Context: an optimization exercise on an open-source flow, tuned for small area, a short achievable clock period and few clock cycles. The choices shown serve that exercise and are no tape-out recipe. At most, simulation tests tie the RTL to the original design; equivalence was not proved.

==> inputs of 02-18 <==
// int_calc
module int_calc(clk, rst, start, A, B, done, int_add, int_sub, int_mul, int_div, int_mod, addCo, addCy, subCo, subCy);
==> module int_calc, before the edit <==
module int_calc(clk, rst, start, A, B, done, int_add, int_sub, int_mul, int_div, int_mod, addCo, addCy, subCo, subCy);
   input clk;
   input rst;
   input start;
   input [63:0] A;
   input [31:0] B;
   output done;
   output [31:0] int_add;
   output [31:0] int_sub;
   output [63:0] int_mul;
   output [31:0] int_div;
   output [31:0] int_mod;
   output addCo;
   output addCy;
   output subCo;
   output subCy;
   localparam K  = 2;           
   localparam M  = K / 2;       
   localparam NC = 32 / K;      
   localparam CW = 4;           
   localparam TD = 1;           
   localparam TM = 1;           
   localparam TA = 1;           
   reg [31:0] a_r;              
   reg [31:0] b_r;              
   reg [63:0] p_r;              
   reg        last;             
   reg [31:0] r_r;              
   reg [31:0] q_r;              
   reg [CW-1:0] cnt;
   reg        busy;
   reg        done_r;
   reg        add_co, add_cy, sub_co, sub_cy;
   wire       fin = busy & (cnt == NC - 1);    
   assign done    = done_r;
   assign int_mul = p_r;
   assign int_div = q_r;
   assign int_mod = r_r;
   wire [31:0] s_add, s_sub;
   wire        s_add_co, s_sub_co;
   pfx_add #(.W(32), .T(TA)) u_add(.a(a_r), .b(b_r),  .ci(1'b0), .s(s_add), .co(s_add_co));
   pfx_add #(.W(32), .T(TA)) u_sub(.a(a_r), .b(~b_r), .ci(1'b1), .s(s_sub), .co(s_sub_co));
   assign int_add = a_r;
   assign int_sub = b_r;
   assign addCo   = add_co;
   assign addCy   = add_cy;
   assign subCo   = sub_co;
   assign subCy   = sub_cy;
   wire [33:0] a_ext = {{2{a_r[31]}}, a_r};
   wire [31:0] mh [0:M];
   wire [2*M-1:0] ml;
   assign mh[0] = p_r[63:32];
   genvar gi;
   generate for (gi = 0; gi < M; gi = gi + 1) begin : g_mul
      wire [2:0]  bd = (gi == 0) ? {p_r[1:0], last} : {p_r[2*gi+1:2*gi-1]};
      wire [33:0] pp = ((bd[1] ^ bd[0]) ? a_ext : (bd[2] ^ bd[0]) ? {a_ext[32:0], 1'b0} : 34'd0)
                       ^ {34{bd[2]}};
      wire [33:0] t;
      wire        co_unused;
      pfx_add #(.W(34), .T(TM)) u(.a({{2{mh[gi][31]}}, mh[gi]}), .b(pp), .ci(bd[2]), .s(t), .co(co_unused));
      assign mh[gi+1] = t[33:2];
      assign ml[2*gi +: 2] = t[1:0];
   end endgenerate
   wire [63:0] p_next = {mh[M], ml, p_r[31:2*M]};
   wire [31:0] dr [0:K];
   wire [31:0] dq [0:K];
   assign dr[0] = r_r;
   assign dq[0] = q_r;
   generate for (gi = 0; gi < K; gi = gi + 1) begin : g_div
      wire [32:0] rr = {dr[gi], dq[gi][31]};
      wire [32:0] t;
      wire        nb;        
      pfx_add #(.W(33), .T(TD)) u(.a(rr), .b({1'b1, ~b_r}), .ci(1'b1), .s(t), .co(nb));
      assign dr[gi+1] = nb ? t[31:0] : rr[31:0];
      assign dq[gi+1] = {dq[gi][30:0], nb};
   end endgenerate
   always @(posedge clk) begin
      if (!busy) begin
         a_r <= A[31:0];
         b_r <= B;
      end else if (fin) begin
         a_r <= s_add;
         b_r <= s_sub;
      end
      add_co <= s_add_co;
      add_cy <= (a_r[31] == b_r[31]) & (s_add[31] ^ a_r[31]);
      sub_co <= s_sub_co;
      sub_cy <= (a_r[31] ^ b_r[31]) & (s_sub[31] ^ a_r[31]);
      if (!busy) begin
         p_r  <= {32'd0, B};
         last <= 1'b0;
         r_r  <= A[63:32];
         q_r  <= A[31:0];
      end else begin
         p_r  <= p_next;
         last <= p_r[2*M-1];
         r_r  <= dr[K];
         q_r  <= dq[K];
      end
      if (rst) begin
         busy   <= 1'b0;
         done_r <= 1'b0;
         cnt    <= 0;
      end else begin
         busy   <= start | (busy & ~fin);
         done_r <= fin;
         cnt    <= busy ? cnt + 1'b1 : 0;
      end
   end
endmodule  
clock: 21.0 ns
lec_check: 0
cap_margin: 20
core_margin: 2
core_utilization: 40
setup_slack_margin: 1.5
slew_margin: 20
run.sh (not shown) runs the stock make flow with config.mk's settings and CLKGATE_MAP_FILE= SYNTH_SCRIPT=/design/flow/synth_recipe.tcl, a recipe that flattens the netlist after the stock synthesis.
==> inputs of 03-25, as changes to 02-18 <==
==> flow/design.v (replaced) <==
module pfx_add(a, b, ci, s, co);
   parameter W = 32;
   parameter T = 1;
   input  [W-1:0] a, b;
   input          ci;
   output [W-1:0] s;
   output         co;
   reg [W-1:0] p, g, pp, gg;
   reg [W:0]   c;
   integer i, j;
   always @(*) begin
      p = a ^ b;
      g = a & b;
      g[0] = g[0] | (p[0] & ci);
      pp = p;
      gg = g;
      if (T == 0) begin
         for (i = 1; i < W; i = i + 1)
            gg[i] = g[i] | (p[i] & gg[i-1]);
      end else if (T == 1) begin
         for (i = 0; i < 7; i = i + 1)
            for (j = 2 * (1 << i) - 1; j < W; j = j + 2 * (1 << i)) begin
               gg[j] = gg[j] | (pp[j] & gg[j - (1 << i)]);
               pp[j] = pp[j] & pp[j - (1 << i)];
            end
         for (i = 6; i >= 0; i = i - 1)
            for (j = 3 * (1 << i) - 1; j < W; j = j + 2 * (1 << i)) begin
               gg[j] = gg[j] | (pp[j] & gg[j - (1 << i)]);
               pp[j] = pp[j] & pp[j - (1 << i)];
            end
      end else if (T == 2) begin
         for (i = 0; i < 7; i = i + 1)
            for (j = 0; j < W; j = j + 1)
               if ((j >> i) % 2 == 1) begin
                  gg[j] = gg[j] | (pp[j] & gg[((j >> i) << i) - 1]);
                  pp[j] = pp[j] & pp[((j >> i) << i) - 1];
               end
      end else begin
         for (i = 0; i < 7; i = i + 1)
            for (j = W - 1; j >= (1 << i); j = j - 1) begin
               gg[j] = gg[j] | (pp[j] & gg[j - (1 << i)]);
               pp[j] = pp[j] & pp[j - (1 << i)];
            end
      end
      c = {gg, ci};
   end
   assign s  = p ^ c[W-1:0];
   assign co = c[W];
endmodule
module int_calc(clk, rst, start, A, B, done, int_add, int_sub, int_mul, int_div, int_mod, addCo, addCy, subCo, subCy);
   input clk;
   input rst;
   input start;
   input [63:0] A;
   input [31:0] B;
   output done;
   output [31:0] int_add;
   output [31:0] int_sub;
   output [63:0] int_mul;
   output [31:0] int_div;
   output [31:0] int_mod;
   output addCo;
   output addCy;
   output subCo;
   output subCy;
   localparam TD = 1;           
   localparam TM = 1;           
   reg [31:0] b_r;              
   reg [63:0] p_r;              
   reg        last;             
   reg [31:0] r_r;              
   reg [31:0] q_r;              
   reg [31:0] sum_r;            
   reg [31:0] dif_r;            
   reg        add_c, sub_c;     
   reg        add_v, sub_v;     
   reg [3:0]  cnt;
   reg        busy;
   reg        done_r;
   wire       fin = busy & (cnt == 4'd15);    
   assign done    = done_r;
   assign int_mul = p_r;
   assign int_div = q_r;
   assign int_mod = r_r;
   assign int_add = sum_r;
   assign int_sub = dif_r;
   assign addCo   = add_c;
   assign addCy   = add_v;
   assign subCo   = sub_c;
   assign subCy   = sub_v;
   wire [1:0] sa = p_r[1:0];                   
   wire [1:0] sb = b_r[{cnt, 1'b0} +: 2];      
   wire       ac1 = (sa[0] & sb[0]) | (sa[0] & add_c) | (sb[0] & add_c);
   wire       ac2 = (sa[1] & sb[1]) | (sa[1] & ac1) | (sb[1] & ac1);
   wire [1:0] as = {sa[1] ^ sb[1] ^ ac1, sa[0] ^ sb[0] ^ add_c};
   wire       sc1 = (sa[0] & ~sb[0]) | (sa[0] & sub_c) | (~sb[0] & sub_c);
   wire       sc2 = (sa[1] & ~sb[1]) | (sa[1] & sc1) | (~sb[1] & sc1);
   wire [1:0] ds = {sa[1] ^ ~sb[1] ^ sc1, sa[0] ^ ~sb[0] ^ sub_c};
   wire [33:0] m_ext = {{2{b_r[31]}}, b_r};
   wire [2:0]  bd = {p_r[1:0], last};
   wire [33:0] pp = ((bd[1] ^ bd[0]) ? m_ext : (bd[2] ^ bd[0]) ? {m_ext[32:0], 1'b0} : 34'd0)
                    ^ {34{bd[2]}};
   wire [33:0] mt;
   wire        mco_unused;
   pfx_add #(.W(34), .T(TM)) u_mul(.a({{2{p_r[63]}}, p_r[63:32]}), .b(pp), .ci(bd[2]), .s(mt), .co(mco_unused));
   wire [63:0] p_next = {mt, p_r[31:2]};
   wire [33:0] R = {r_r, q_r[31:30]};
   wire [33:0] s1;              
   wire        c1;              
   pfx_add #(.W(34), .T(TD)) u_d1(.a(R), .b(~{2'b00, b_r}), .ci(1'b1), .s(s1), .co(c1));
   wire [32:0] s2;              
   wire        c2;              
   pfx_add #(.W(33), .T(TD)) u_d2(.a(R[33:1]), .b(~{1'b0, b_r}), .ci(1'b1), .s(s2), .co(c2));
   wire [35:0] x3 = {2'b00, R};
   wire [35:0] y3 = ~{4'b0000, b_r};
   wire [35:0] z3 = ~{3'b000, b_r, 1'b0};
   wire [35:0] cs_s = x3 ^ y3 ^ z3;
   wire [35:0] cs_c = (x3 & y3) | (x3 & z3) | (y3 & z3);
   wire [35:0] s3;              
   wire        co3_unused;
   pfx_add #(.W(36), .T(TD)) u_d3(.a(cs_s), .b({cs_c[34:0], 1'b1}), .ci(1'b1), .s(s3), .co(co3_unused));
   wire        c3 = ~s3[35];    
   wire        sel0 = ~c1;
   wire        sel1 = c1 & ~c2;
   wire        sel2 = c2 & ~c3;
   wire        sel3 = c3;
   wire [31:0] r_n = ({32{sel0}} & R[31:0]) | ({32{sel1}} & s1[31:0]) |
                     ({32{sel2}} & {s2[30:0], R[0]}) | ({32{sel3}} & s3[31:0]);
   wire [31:0] q_n = {q_r[29:0], c2, sel1 | sel3};
   always @(posedge clk) begin
      if (!busy) begin
         b_r  <= B;
         p_r  <= {32'd0, A[31:0]};
         last <= 1'b0;
         r_r  <= A[63:32];
         q_r  <= A[31:0];
      end else begin
         p_r  <= p_next;
         last <= p_r[1];
         r_r  <= r_n;
         q_r  <= q_n;
      end
      sum_r <= {as, sum_r[31:2]};
      dif_r <= {ds, dif_r[31:2]};
      add_c <= busy ? ac2 : 1'b0;
      sub_c <= busy ? sc2 : 1'b1;
      add_v <= ac1 ^ ac2;
      sub_v <= sc1 ^ sc2;
      if (rst) begin
         busy   <= 1'b0;
         done_r <= 1'b0;
         cnt    <= 4'd0;
      end else begin
         busy   <= start | (busy & ~fin);
         done_r <= fin;
         cnt    <= busy ? cnt + 4'd1 : 4'd0;
      end
   end
endmodule  
==> flow/flow/run.sh (new file) <==
#!/bin/bash
# Standard synthesis, then the ORFS layout with two changes: ports are
# buffered with buf_1 cells, and timing repair aims at a larger setup slack
# margin (the clock period and all constraints are unchanged).
set -euo pipefail
W=$(pwd)
MARGIN=${MARGIN:-1.5}
bash standard.sh synth > synth.log 2>&1
make -C "$FLOW_HOME" DESIGN_CONFIG="$FLOW_CONFIG" WORK_HOME="$W/orfs" CLKGATE_MAP_FILE= \
  SYNTH_SCRIPT="$W/synth_recipe.tcl" CAP_MARGIN=20 CORE_MARGIN=2 CORE_UTILIZATION=40 \
  SETUP_SLACK_MARGIN=$MARGIN SLEW_MARGIN=20 \
  BUFFER_PORTS_ARGS="-buffer_cell sky130_fd_sc_hd__buf_1" finish > layout.log 2>&1
R="$W/orfs/results/$FLOW_PLATFORM/int_calc/base"
: # left out here: write the final layout as DEF
==> flow/standard.sh (new file) <==
#!/bin/bash
# synth_recipe.tcl (not shown) runs the flow's synth.tcl, then flattens the netlist and writes it again
# the make line also repeats each setting of config.mk as NAME=value (left out here)
make -C /OpenROAD-flow-scripts/flow DESIGN_CONFIG=/design/flow/config.mk WORK_HOME=/design/flow/orfs CLKGATE_MAP_FILE= SYNTH_SCRIPT=/design/flow/synth_recipe.tcl "${@:-finish}"
removed: flow/run.sh
==> inputs of 02-19, as changes to 02-18 <==
==> flow/flow/run.sh (new file) <==
#!/bin/bash
# Standard synthesis, then the ORFS layout with two changes: ports are
# buffered with buf_1 cells, and timing repair aims at a larger setup slack
# margin (the clock period and all constraints are unchanged).
set -euo pipefail
W=$(pwd)
MARGIN=${MARGIN:-14}
bash standard.sh synth > synth.log 2>&1
make -C "$FLOW_HOME" DESIGN_CONFIG="$FLOW_CONFIG" WORK_HOME="$W/orfs" CLKGATE_MAP_FILE= \
  SYNTH_SCRIPT="$W/synth_recipe.tcl" CAP_MARGIN=20 CORE_MARGIN=2 CORE_UTILIZATION=40 \
  SETUP_SLACK_MARGIN=$MARGIN SLEW_MARGIN=20 \
  BUFFER_PORTS_ARGS="-buffer_cell sky130_fd_sc_hd__buf_1" finish > layout.log 2>&1
R="$W/orfs/results/$FLOW_PLATFORM/int_calc/base"
: # left out here: write the final layout as DEF
==> flow/standard.sh (new file) <==
#!/bin/bash
# synth_recipe.tcl (not shown) runs the flow's synth.tcl, then flattens the netlist and writes it again
# the make line also repeats each setting of config.mk as NAME=value (left out here)
make -C /OpenROAD-flow-scripts/flow DESIGN_CONFIG=/design/flow/config.mk WORK_HOME=/design/flow/orfs CLKGATE_MAP_FILE= SYNTH_SCRIPT=/design/flow/synth_recipe.tcl "${@:-finish}"
removed: flow/run.sh
==> qor.txt <==
Worst reg2reg path depth: 22
Diodes inserted: 1
VDD IR max: 0.1316 mV
Final Critical Period: 7068 ps
Setup Skew: 16.15 ps
Height of the die: 196.5 µm
Worst hold path endpoint: p_r[2]
Seq/total area: 24.79%
Vias per cell: 5.385
Crit-path cells: ha_1 -> inv_1 -> fa_1 -> a211oi_1 -> o211ai_1 -> nor4b_1 -> o31a_1 -> o21ai_4 -> buf_4 -> mux2_2 -> ha_1 -> a211oi_1 -> o21a_1 -> a2111oi_2 -> or2_2 -> a21oi_1 -> o21ai_0 -> a21o_1 -> a21o_1 -> fa_1 -> xnor2_1 -> o311ai_0
Crit path max-delay family: compound AO/OA/AOI/OAI gates
Dpl cells: 2342
Outcome: timing/DRC/antenna clean
Crit path kind: reg2reg
Multi-input gate count: 1231
EDFF count, synth: 64
(the above is from 02-18)
==> qor.txt <==
Outcome: timing/DRC/antenna clean
Multi-input gate count: 1231
Commonest non-fill, non-tap cell in the layout: buf_1
Crit path kind: reg2reg
EDFF count, synth: 64
Diodes inserted: 0
Vias per cell: 5.358
Post-synthesis simple-gate area fraction: 14.62%
Worst reg2reg path depth: 21
VDD IR max: 0.1480 mV
Crit path max-delay family: compound AO/OA/AOI/OAI gates
Height of the die: 196.5 µm
Seq/total area: 27.43%
Fillers: 3586
Final Critical Period: 6628 ps
Setup Skew: 36.84 ps
Dpl cells: 2343
Worst hold path endpoint: q_r[15]
Crit-path cells: ha_1 -> inv_1 -> fa_1 -> a211oi_2 -> o211ai_1 -> nor4b_1 -> o31a_1 -> o21ai_4 -> buf_4 -> mux2_2 -> ha_1 -> a211oi_1 -> o21a_1 -> a2111oi_2 -> o311ai_0 -> a21boi_0 -> o21ai_0 -> a21oi_1 -> nor2_1 -> fa_1 -> o311ai_0
(the above is from 02-19)
==> qor.txt <==
VDD IR max: 0.07750 mV
Crit-path cells: buf_1
Final Critical Period: 5818 ps
Multi-input gate area: 0.008790 mm²
Crit path max-delay family: flip-flops
Outcome: timing/DRC/antenna clean
Vias per cell: 5.283
CTS Root Cell: clkbuf_16
Seq/total area: 29.53%
EDFF count, synth: 32
WL per Instance: 18.95 µm
Crit path kind: reg2out
Worst reg2reg path depth: 15
Diodes inserted: 1
Multi-input gate count: 1077
Setup Skew: 37.45 ps
Height of the die: 195.3 µm
Later-pin clock latency in the skew report: 590 ps
(the above is from 03-25)
Testbench counts of 02-18, summed over its fixed seeds: cycles 54,408.
Testbench counts of 02-19, summed over its fixed seeds: cycles 54,408.
No functional check of the RTL was part of 03-25.

==> port drivers added, routing unchanged <==
Ports are ideal in the flow. The routed layouts listed here were re-timed in OpenROAD.
Step 1: set_driving_cell puts a clkbuf_16 on clk and a buf_2 on each other input, an assumption about the parent block.
Step 2 moves the port delays by t, midway between the first and last clock arrival at a register: inputs arrive t later, outputs are due t later. That takes back most of the time a late clock gives input paths.
Slacks: no drivers / after step 1 / after step 2; pairs: no drivers / after step 1.
run	shift t [ns]	setup slack, ns	clock arrival spread, ns	slew at the worst register clock pin (ns)
02-18	0.599	13.932 / 13.932 / 13.932	0.016 / 0.016	0.06 / 0.06
03-25	0.631	15.182 / 15.122 / 15.683	0.038 / 0.038	0.07 / 0.07
02-19	0.593	14.372 / 14.372 / 14.372	0.037 / 0.037	0.06 / 0.06
After both steps setup and hold are still met in every run listed.
